This is an optimization exercise on Yosys and OpenROAD, whose aim is a short achievable clock period and few clock cycles, not a production implementation.
Only simulation tests tie the RTL to the original design; equivalence was not proved.
Power figures rest on the tool's default switching activity, not on a simulated workload.

### flow/run.sh
#!/bin/bash
# synth_recipe.tcl (not shown) runs the flow's synth.tcl, then flattens the netlist and writes it again
# the make line also repeats each setting of config.mk as NAME=value (left out here)
make -C /OpenROAD-flow-scripts/flow DESIGN_CONFIG=/design/flow/config.mk WORK_HOME=/design/flow/orfs CLKGATE_MAP_FILE= SYNTH_SCRIPT=/design/flow/synth_recipe.tcl finish
### flow/design.v
package rv32i_types;
    typedef enum logic [6:0] {
        op_b_lui       = 7'b0110111,  
        op_b_auipc     = 7'b0010111,  
        op_b_jal       = 7'b1101111,  
        op_b_jalr      = 7'b1100111,  
        op_b_br        = 7'b1100011,  
        op_b_load      = 7'b0000011,  
        op_b_store     = 7'b0100011,  
        op_b_imm       = 7'b0010011,  
        op_b_reg       = 7'b0110011   
    } rv32i_opcode;
    typedef enum logic [2:0] {
        arith_f3_add   = 3'b000,  
        arith_f3_sll   = 3'b001,
        arith_f3_slt   = 3'b010,
        arith_f3_sltu  = 3'b011,
        arith_f3_xor   = 3'b100,
        arith_f3_sr    = 3'b101,  
        arith_f3_or    = 3'b110,
        arith_f3_and   = 3'b111
    } arith_f3_t;
    typedef enum logic [2:0] {
        load_f3_lb     = 3'b000,
        load_f3_lh     = 3'b001,
        load_f3_lw     = 3'b010,
        load_f3_lbu    = 3'b100,
        load_f3_lhu    = 3'b101
    } load_f3_t;
    typedef enum logic [2:0] {
        store_f3_sb    = 3'b000,
        store_f3_sh    = 3'b001,
        store_f3_sw    = 3'b010
    } store_f3_t;
    typedef enum logic [2:0] {
        branch_f3_beq  = 3'b000,
        branch_f3_bne  = 3'b001,
        branch_f3_blt  = 3'b100,
        branch_f3_bge  = 3'b101,
        branch_f3_bltu = 3'b110,
        branch_f3_bgeu = 3'b111
    } branch_f3_t;
    typedef enum logic [6:0] {
        base           = 7'b0000000,
        variant        = 7'b0100000
    } funct7_t;
    typedef enum logic [2:0] {
        alu_op_add     = 3'b000,
        alu_op_sll     = 3'b001,
        alu_op_sra     = 3'b010,
        alu_op_sub     = 3'b011,
        alu_op_xor     = 3'b100,
        alu_op_srl     = 3'b101,
        alu_op_or      = 3'b110,
        alu_op_and     = 3'b111
    } alu_ops;
endpackage
module regfile
(
    input   logic           clk,
    input   logic           rst,
    input   logic           regf_we,
    input   logic   [31:0]  rd_v,
    input   logic   [4:0]   rs1_s, rs2_s, rd_s,
    output  logic   [31:0]  rs1_v, rs2_v
);
            logic   [31:0]  data [32];
    always_ff @(posedge clk) begin
        if (rst) begin
            for (int i = 0; i < 32; i++) begin
                data[i] <= '0;
            end
        end else if (regf_we && (rd_s != 5'd0)) begin
            data[rd_s] <= rd_v;
        end
    end
    assign rs1_v = (rs1_s != 5'd0) ? data[rs1_s] : '0;
    assign rs2_v = (rs2_s != 5'd0) ? data[rs2_s] : '0;
endmodule
import rv32i_types::*;
module cpu
(
    input   logic           clk,
    input   logic           rst,
    output  logic   [31:0]  mem_addr,
    output  logic   [3:0]   mem_rmask,
    output  logic   [3:0]   mem_wmask,
    input   logic   [31:0]  mem_rdata,
    output  logic   [31:0]  mem_wdata,
    input   logic           mem_resp
);
    localparam logic [2:0] K_ALU  = 3'd0;
    localparam logic [2:0] K_LD   = 3'd1;
    localparam logic [2:0] K_ST   = 3'd2;
    localparam logic [2:0] K_BR   = 3'd3;
    localparam logic [2:0] K_JAL  = 3'd4;
    localparam logic [2:0] K_JALR = 3'd5;
    localparam logic [2:0] K_PRE  = 3'd6;
    localparam logic [2:0] K_NOP  = 3'd7;
            logic   [29:0]  q_addr;
            logic   [3:0]   q_rmask;
            logic   [3:0]   q_wmask;
            logic   [31:0]  q_wdata;
            logic           q_data;      
            logic   [29:0]  nfpc;        
    assign mem_addr  = {q_addr, 2'b00};
    assign mem_rmask = q_rmask;
    assign mem_wmask = q_wmask;
    assign mem_wdata = q_wdata;
            logic           ir_valid;
            logic   [31:0]  ir;
            logic   [29:0]  ir_pc;
            logic           ex_valid;
            logic   [2:0]   ex_kind;
            logic   [2:0]   ex_f3;
            logic           ex_alt;
            logic   [31:0]  ex_a;
            logic   [31:0]  ex_b;
            logic   [31:0]  ex_sd;
            logic   [31:0]  ex_pre;
            logic   [29:0]  ex_tgt;
            logic   [4:0]   ex_rd;
            logic           ex_wr;
            logic           wb_en;
            logic   [4:0]   wb_rd;
            logic   [31:0]  wb_raw;
            logic           wb_ld;
            logic   [2:0]   wb_f3;
            logic   [1:0]   wb_off;
            logic   [31:0]  wb_val;
            logic   [7:0]   wb_byte;
            logic   [15:0]  wb_half;
    always_comb begin
        unique case (wb_off)
            2'd0: wb_byte = wb_raw[7:0];
            2'd1: wb_byte = wb_raw[15:8];
            2'd2: wb_byte = wb_raw[23:16];
            default: wb_byte = wb_raw[31:24];
        endcase
        wb_half = wb_off[1] ? wb_raw[31:16] : wb_raw[15:0];
        if (!wb_ld) begin
            wb_val = wb_raw;
        end else begin
            unique case (wb_f3)
                load_f3_lb : wb_val = {{24{wb_byte[7]}}, wb_byte};
                load_f3_lbu: wb_val = {24'd0, wb_byte};
                load_f3_lh : wb_val = {{16{wb_half[15]}}, wb_half};
                load_f3_lhu: wb_val = {16'd0, wb_half};
                default    : wb_val = wb_raw;
            endcase
        end
    end
            logic   [6:0]   opcode;
            logic   [2:0]   funct3;
            logic   [4:0]   rs1_s, rs2_s, rd_s;
            logic   [31:0]  i_imm, s_imm, b_imm, u_imm, j_imm;
            logic   [31:0]  rf_rs1, rf_rs2, rs1_v, rs2_v;
            logic   [31:0]  pc_full, pc_imm, pc_sum, pc_4;
    assign opcode = ir[6:0];
    assign funct3 = ir[14:12];
    assign rs1_s  = ir[19:15];
    assign rs2_s  = ir[24:20];
    assign rd_s   = ir[11:7];
    assign i_imm  = {{21{ir[31]}}, ir[30:20]};
    assign s_imm  = {{21{ir[31]}}, ir[30:25], ir[11:7]};
    assign b_imm  = {{20{ir[31]}}, ir[7], ir[30:25], ir[11:8], 1'b0};
    assign u_imm  = {ir[31:12], 12'h000};
    assign j_imm  = {{12{ir[31]}}, ir[19:12], ir[20], ir[30:21], 1'b0};
    regfile regfile (
        .clk    (clk),
        .rst    (rst),
        .regf_we(wb_en),
        .rd_v   (wb_val),
        .rs1_s  (rs1_s),
        .rs2_s  (rs2_s),
        .rd_s   (wb_rd),
        .rs1_v  (rf_rs1),
        .rs2_v  (rf_rs2)
    );
    assign rs1_v = (wb_en && wb_rd == rs1_s) ? wb_val : rf_rs1;
    assign rs2_v = (wb_en && wb_rd == rs2_s) ? wb_val : rf_rs2;
    assign pc_full = {ir_pc, 2'b00};
    assign pc_imm  = (opcode == op_b_jal) ? j_imm : (opcode == op_b_br) ? b_imm : u_imm;
    assign pc_sum  = pc_full + pc_imm;
    assign pc_4    = pc_full + 32'd4;
            logic   [2:0]   d_kind;
            logic           d_alt;
            logic   [31:0]  d_b;
            logic   [31:0]  d_sd;
            logic   [31:0]  d_pre;
            logic           d_wr;
    always_comb begin
        d_kind = K_NOP;
        d_alt  = 1'b0;
        d_b    = i_imm;
        d_pre  = pc_4;
        d_wr   = 1'b0;
        unique case (opcode)
            op_b_lui  : begin d_kind = K_PRE;  d_pre = u_imm;  d_wr = 1'b1; end
            op_b_auipc: begin d_kind = K_PRE;  d_pre = pc_sum; d_wr = 1'b1; end
            op_b_jal  : begin d_kind = K_JAL;  d_wr = 1'b1; end
            op_b_jalr : begin d_kind = K_JALR; d_wr = 1'b1; end
            op_b_br   : begin d_kind = K_BR;   d_b = rs2_v; end
            op_b_load : begin d_kind = K_LD;   d_wr = 1'b1; end
            op_b_store: begin d_kind = K_ST;   d_b = s_imm; end
            op_b_imm  : begin
                d_kind = K_ALU; d_wr = 1'b1;
                d_alt  = (funct3 == arith_f3_sr) && ir[30];
            end
            op_b_reg  : begin
                d_kind = K_ALU; d_wr = 1'b1; d_b = rs2_v;
                d_alt  = ((funct3 == arith_f3_sr) || (funct3 == arith_f3_add)) && ir[30];
            end
            default   : ;
        endcase
        unique case (funct3)
            store_f3_sb: d_sd = {4{rs2_v[7:0]}};
            store_f3_sh: d_sd = {2{rs2_v[15:0]}};
            default    : d_sd = rs2_v;
        endcase
    end
            logic   [31:0]  sum;
            logic   [32:0]  diff;
            logic           eq, lt, ltu, taken;
            logic   [31:0]  alu, result;
            logic           redirect;
            logic   [29:0]  target;
            logic   [3:0]   st_mask;
    assign sum  = ex_a + ex_b;
    assign diff = {1'b0, ex_a} - {1'b0, ex_b};
    assign eq   = (ex_a == ex_b);
    assign ltu  = diff[32];
    assign lt   = (ex_a[31] ^ ex_b[31]) ? ex_a[31] : diff[31];
    always_comb begin
        unique case (ex_f3)
            arith_f3_add : alu = ex_alt ? diff[31:0] : sum;
            arith_f3_sll : alu = ex_a << ex_b[4:0];
            arith_f3_slt : alu = {31'd0, lt};
            arith_f3_sltu: alu = {31'd0, ltu};
            arith_f3_xor : alu = ex_a ^ ex_b;
            arith_f3_sr  : alu = ex_alt ? unsigned'(signed'(ex_a) >>> ex_b[4:0]) : ex_a >> ex_b[4:0];
            arith_f3_or  : alu = ex_a | ex_b;
            default      : alu = ex_a & ex_b;
        endcase
        unique case (ex_f3)
            branch_f3_beq : taken = eq;
            branch_f3_bne : taken = !eq;
            branch_f3_blt : taken = lt;
            branch_f3_bge : taken = !lt;
            branch_f3_bltu: taken = ltu;
            branch_f3_bgeu: taken = !ltu;
            default       : taken = 1'b0;
        endcase
        unique case (ex_f3)
            store_f3_sb: st_mask = 4'b0001 << sum[1:0];
            store_f3_sh: st_mask = sum[1] ? 4'b1100 : 4'b0011;
            default    : st_mask = 4'b1111;
        endcase
    end
    assign result   = (ex_kind == K_ALU) ? alu : ex_pre;
    assign redirect = (ex_kind == K_JAL) || (ex_kind == K_JALR) || ((ex_kind == K_BR) && taken);
    assign target   = (ex_kind == K_JALR) ? sum[31:2] : ex_tgt;
            logic           ex_mem;
    assign ex_mem = (ex_kind == K_LD) || (ex_kind == K_ST);
    always_ff @(posedge clk) begin
        if (rst) begin
            q_addr   <= 30'h1eceb000 >> 2;
            q_rmask  <= 4'b1111;
            q_wmask  <= 4'b0000;
            q_wdata  <= '0;
            q_data   <= 1'b0;
            nfpc     <= '0;
            ir_valid <= 1'b0;
            ir       <= '0;
            ir_pc    <= '0;
            ex_valid <= 1'b0;
            ex_kind  <= K_NOP;
            ex_f3    <= '0;
            ex_alt   <= 1'b0;
            ex_a     <= '0;
            ex_b     <= '0;
            ex_sd    <= '0;
            ex_pre   <= '0;
            ex_tgt   <= '0;
            ex_rd    <= '0;
            ex_wr    <= 1'b0;
            wb_en    <= 1'b0;
            wb_rd    <= '0;
            wb_raw   <= '0;
            wb_ld    <= 1'b0;
            wb_f3    <= '0;
            wb_off   <= '0;
        end else begin
            if (ir_valid && !ex_valid) begin
                ir_valid <= 1'b0;
                ex_valid <= 1'b1;
                ex_kind  <= d_kind;
                ex_f3    <= funct3;
                ex_alt   <= d_alt;
                ex_a     <= rs1_v;
                ex_b     <= d_b;
                ex_sd    <= d_sd;
                ex_pre   <= d_pre;
                ex_tgt   <= pc_sum[31:2];
                ex_rd    <= rd_s;
                ex_wr    <= d_wr && (rd_s != 5'd0);
            end
            if (mem_resp) begin
                if (q_data) begin
                    ex_valid <= 1'b0;
                    if ((ex_kind == K_LD) && ex_wr) begin
                        wb_en  <= 1'b1;
                        wb_rd  <= ex_rd;
                        wb_raw <= mem_rdata;
                        wb_ld  <= 1'b1;
                        wb_f3  <= ex_f3;
                        wb_off <= sum[1:0];
                    end
                    q_addr  <= nfpc;
                    q_rmask <= 4'b1111;
                    q_wmask <= 4'b0000;
                    q_data  <= 1'b0;
                end else if (ex_valid && ex_mem) begin
                    ir       <= mem_rdata;
                    ir_valid <= 1'b1;
                    ir_pc    <= q_addr;
                    nfpc     <= q_addr + 30'd1;
                    q_addr   <= sum[31:2];
                    q_rmask  <= (ex_kind == K_LD) ? 4'b1111 : 4'b0000;
                    q_wmask  <= (ex_kind == K_ST) ? st_mask : 4'b0000;
                    q_wdata  <= ex_sd;
                    q_data   <= 1'b1;
                end else begin
                    ex_valid <= 1'b0;
                    if (ex_valid && ex_wr) begin
                        wb_en  <= 1'b1;
                        wb_rd  <= ex_rd;
                        wb_raw <= result;
                        wb_ld  <= 1'b0;
                    end
                    if (ex_valid && redirect) begin
                        ir_valid <= 1'b0;
                        q_addr   <= target;
                    end else begin
                        ir       <= mem_rdata;
                        ir_valid <= 1'b1;
                        ir_pc    <= q_addr;
                        q_addr   <= q_addr + 30'd1;
                    end
                    q_rmask <= 4'b1111;
                    q_wmask <= 4'b0000;
                    q_data  <= 1'b0;
                end
            end
        end
    end
endmodule
### flow/config.mk
export PLATFORM = sky130hd
export DESIGN_NAME = cpu
export DESIGN_NICKNAME = cpu
export VERILOG_FILES = /design/flow/design.v
export SDC_FILE = /design/flow/constraint.sdc
export NUM_CORES = 4
export LEC_CHECK = 0
export CAP_MARGIN = 20
export CORE_MARGIN = 2
export CORE_UTILIZATION = 40
export SLEW_MARGIN = 20
### flow/constraint.sdc
create_clock -name core_clock -period 8.0 [get_ports {clk}]
set_input_delay 1.6000 -clock core_clock [delete_from_list [all_inputs] [get_ports {clk}]]
set_output_delay 1.6000 -clock core_clock [all_outputs]
set_load 0.01 [all_outputs]
==> flow_metrics.py <==
metrics = {
    "sta": {
        "rsz0062_at_grt": "false",
        "finalHoldViolations": 0,
        "worstMarginPinSlew_ns": 1.23,
        "tns_ns": 0,
        "finalMaxSlewViolations": 0,
        "fin_skew_ns": 0.0696,
        "finalWorstPathRequiredPeriod_ns": 6.29,
        "final-setup-viol-count": 0,
        "fmax_ghz": 0.159,
        "relSlewSlack": 0.179,
        "finalCritPeriodShare": 0.786,
    },
    "critical_path": {
        "crit_required_ns": 8.68,
        "end_kind": "flop",
        "cp_max_fo": 39,
        "arrival_ns": 6.97,
        "worstSetupPathType": "flop to flop",
        "start_kind": "flop",
    },
    "global_routing": {
        "grt_max_degree": 126,
        "grt-ovfl-total": 0,
        "grt.total_usage": 0.322,
        "grt_antenna_before_repair": 8,
        "grt_first_pass_wirelength_um": 468000,
        "grt_pass1_vias": 60860,
    },
    "logic_synthesis": {
        "synth_edf_count": 1024,
        "ys_ff_latch": 1410,
        "synth.avg_cell_area_um2": 11.4,
        "synth_top_area_share": 0.384,
        "ys_top_cells_by_area": "edfxtp_1 38%, mux4_2 19%, dfxtp_1 9.7%, nor2_1 6.3%, a21oi_1 2.9%",
        "synth_flop_cell": "edfxtp_1",
        "ys.warnings.count": 2,
        "seq_area_frac_synth": 0.481,
        "synth_most_common_cell": "nor2_1",
        "synth.distinct_cells": 93,
        "async_reset_ff_frac": 0,
        "yosys-top-cells-count": "1340 x nor2_1, 1024 x edfxtp_1, 688 x mux4_2, 595 x nand2_1, 525 x clkbuf_1",
        "synth_area_um2": 80000,
        "synth_top_area_cell": "edfxtp_1",
        "synth_cells": 7037,
    },
    "route": {
        "wl_per_cell_um": 34.8,
        "via_count": 64072,
        "drc": 0,
        "drt_iter0_drc": 10379,
        "ant_nets": 0,
        "dr.pass1.iters": 6,
        "vias_per_cell": 6.65,
        "drt-total-wl_um": 335000,
    },
    "min_path": {
        "hold_class": "flop to flop",
    },
    "floorplan": {
        "dieArea_um2": 204000,
        "die_h_um": 451,
        "initial_core_util": 0.402,
        "coreArea_um2": 199000,
        "num_io_pins": 107,
        "die_w_um": 451,
        "rows": 164,
    },
    "power": {
        "p_int_w": 0.0132,
        "powerDensity_nw_per_um2": 205,
        "pwr-share-seq": 0.453,
        "peakVddDrop_uv": 242,
        "clockPowerShare": 0.406,
        "leakage_nw": 28.8,
        "switching_power_w": 0.00515,
        "p_sw_frac": 0.281,
        "p_comb_frac": 0.141,
    },
    "clocking": {
        "cts_setup_buffers": 0,
        "path_clk_slew_ns": 0.06,
        "cts_sinks": 1410,
        "cts_buffer_depth": 3,
        "worst_skew_pair.late_latency_ns": 0.85,
        "cts_resized": 0,
        "cts_max_level": 4,
        "hold_buffers": 0,
        "cts_tree": "built",
        "numCtsBuffers": 158,
        "clockRootBuffer": "clkbuf_16",
    },
    "layout": {
        "drive_gt1_frac": 0.186,
        "fin_nets": 7013,
        "finalInstanceArea_um2": 89300,
        "area_growth_pct": 11.6,
    },
    "placed_design": {
        "io_buffers": 104,
        "gp_congestion": 1.03,
        "post_dp_cell_area_um2": 84100,
        "hpwl_um": 212000,
    },
    "run_status": {
        "outcome": "timing/DRC/antenna clean",
    },
    "job": {
        "cap_violations": 0,
    },
}
-- cell families after synthesis --
logic type	count (synthesis)	synth area share
and+or+nand+nor	2380	0.124
DFF	1410	0.481
AOI/OAI and AO/OA	1339	0.107
muxes	835	0.212
buffers and inverters	796	0.0388
xor gates and xnor gates	144	0.0158
adders and majority gates	132	0.0210
other	1	0.0000469
-- final timing paths --
| path | cells past startpoint | startpoint | to | slack, ns |
|---|---|---|---|---|
| worst max-delay path | 22 | ex_b[1]$_SDFFE_PP0P_ | q_addr[5]$_SDFFE_PP0P_ | 1.71 |
| worst min-delay path | 2 | ex_sd[11]$_SDFFE_PP0P_ | ex_sd[11]$_SDFFE_PP0P_ | 0.45 |
| worst max register to register | 22 | ex_b[1]$_SDFFE_PP0P_ | q_addr[5]$_SDFFE_PP0P_ | 1.71 |
| worst min register to register | 2 | ex_sd[11]$_SDFFE_PP0P_ | ex_sd[11]$_SDFFE_PP0P_ | 0.45 |
-- layout make-up --
type	instances	area (µm²)
inverter	121	455
sequential	1410	38500
timing repair buffer	291	2610
antenna	3	7.51
multi-input combinational	4864	39200
fill	18145	110000
clock buffer	196	4290
clock inverter	89	901
tap	2656	3320
-- metrics by stage --
stage / power (W) / util / setup WS [ns] / cells / hold slack [ns]
floorplan: 0.00989 / - / 2.58 / 7070 / 0.427
global placement: 0.0109 / 0.422 / 2.09 / 9340 / 0.446
detailed placement: 0.0109 / 0.422 / 1.98 / 9341 / 0.443
CTS: 0.0183 / 0.448 / 1.88 / 9626 / 0.452
global route: 0.0188 / 0.448 / 1.36 / 9627 / 0.469
finish: 0.0183 / 0.448 / 1.71 / 9630 / 0.453
-- layout by cell type (no fill, tap or decap), drive strengths merged, types with 54 or more instances in the layout --
master            n
nor2           1340
edfxtp         1024
mux4            688
nand2           595
a21oi           458
dfxtp           386
o21ai           238
clkbuf          196
buf             188
ha              128
mux2i           124
inv             123
clkdlybuf4s50   103
nand3            95
o211ai           92
xnor2            90
a211oi           88
clkinv           72
nor3             71
o221ai           57
a21o             55
xor2             54
a22oi            54
nand2b           54
-- flip-flops by register name, summed over array words and instances, names as in the netlist, 31 cells and up, named ones only --
| signal | cells |
|---|---|
| ex_a | 32 |
| ex_b | 32 |
| ex_pre | 31 |
| ex_sd | 32 |
| ir | 32 |
| q_wdata | 32 |
| regfile.data | 1024 |
| wb_raw | 32 |
-- per-layer routing --
metal  vias to the layer above  global-route usage  routed length [µm]
li1                      25967                   -                   -
met1                     32396               0.422              122000
met2                      4828               0.483              148000
met3                       875              0.0974               44300
met4                         6               0.166               20500
met5                         -                   0                 108
-- power groups by stage --
stage / Clock (W) / Combinational [W] / Sequential (W)
2_1_floorplan: 0 / 0.00156 / 0.00833
3_3_place_gp: 0 / 0.00247 / 0.00843
3_5_place_dp: 0 / 0.00247 / 0.00845
4_1_cts: 0.00748 / 0.00248 / 0.00830
5_1_grt: 0.00778 / 0.00265 / 0.00833
6_report: 0.00745 / 0.00258 / 0.00831
-- critical path, stage by stage (launching register included) --
cell and delay [ns]:
dfxtp_4 0.60, inv_1 0.32, ha_1 0.47, o21ba_2 0.21, o41a_1 0.18, nand4_1 0.26, and4_1 0.32, or2_2 0.35
o21ai_0 0.40, o21ai_0 0.21, o21ai_0 0.18, a21oi_1 0.08, nor2_1 0.14, fa_1 0.32, nand2_1 0.12, a21o_1 0.20
a21oi_1 0.20, nor2_1 0.10, a31oi_4 0.27, buf_4 0.43, and2_1 0.37, a22oi_1 0.14, o221ai_1 0.22
Testbench counts, summed over its fixed seeds: cycles 101,496.

## port drivers added, routing unchanged
The results above use ideal ports. As a check the final layout listed here was re-extracted and re-timed, cells and wires unchanged.
Step 1: set_driving_cell puts a clkbuf_16 on clk and a buf_2 on each other input, an assumption about the parent block.
Step 2, shift: input delay + t, output delay - t, t = (earliest + latest rising clock arrival at the registers) / 2. This alone moves slack from input paths to output paths.
Slacks: ideal / step 1 / step 2; pairs: ideal / step 1.
t, ns: 0.899
slack for setup (ns): 1.710 / 1.710 / 1.710
hold WS [ns]: 0.453 / 0.453 / 0.453
After both steps this run still meets setup and hold. For this run, drivers alone change the setup slack by 0.000 ns; drivers and shift together by 0.000 ns.
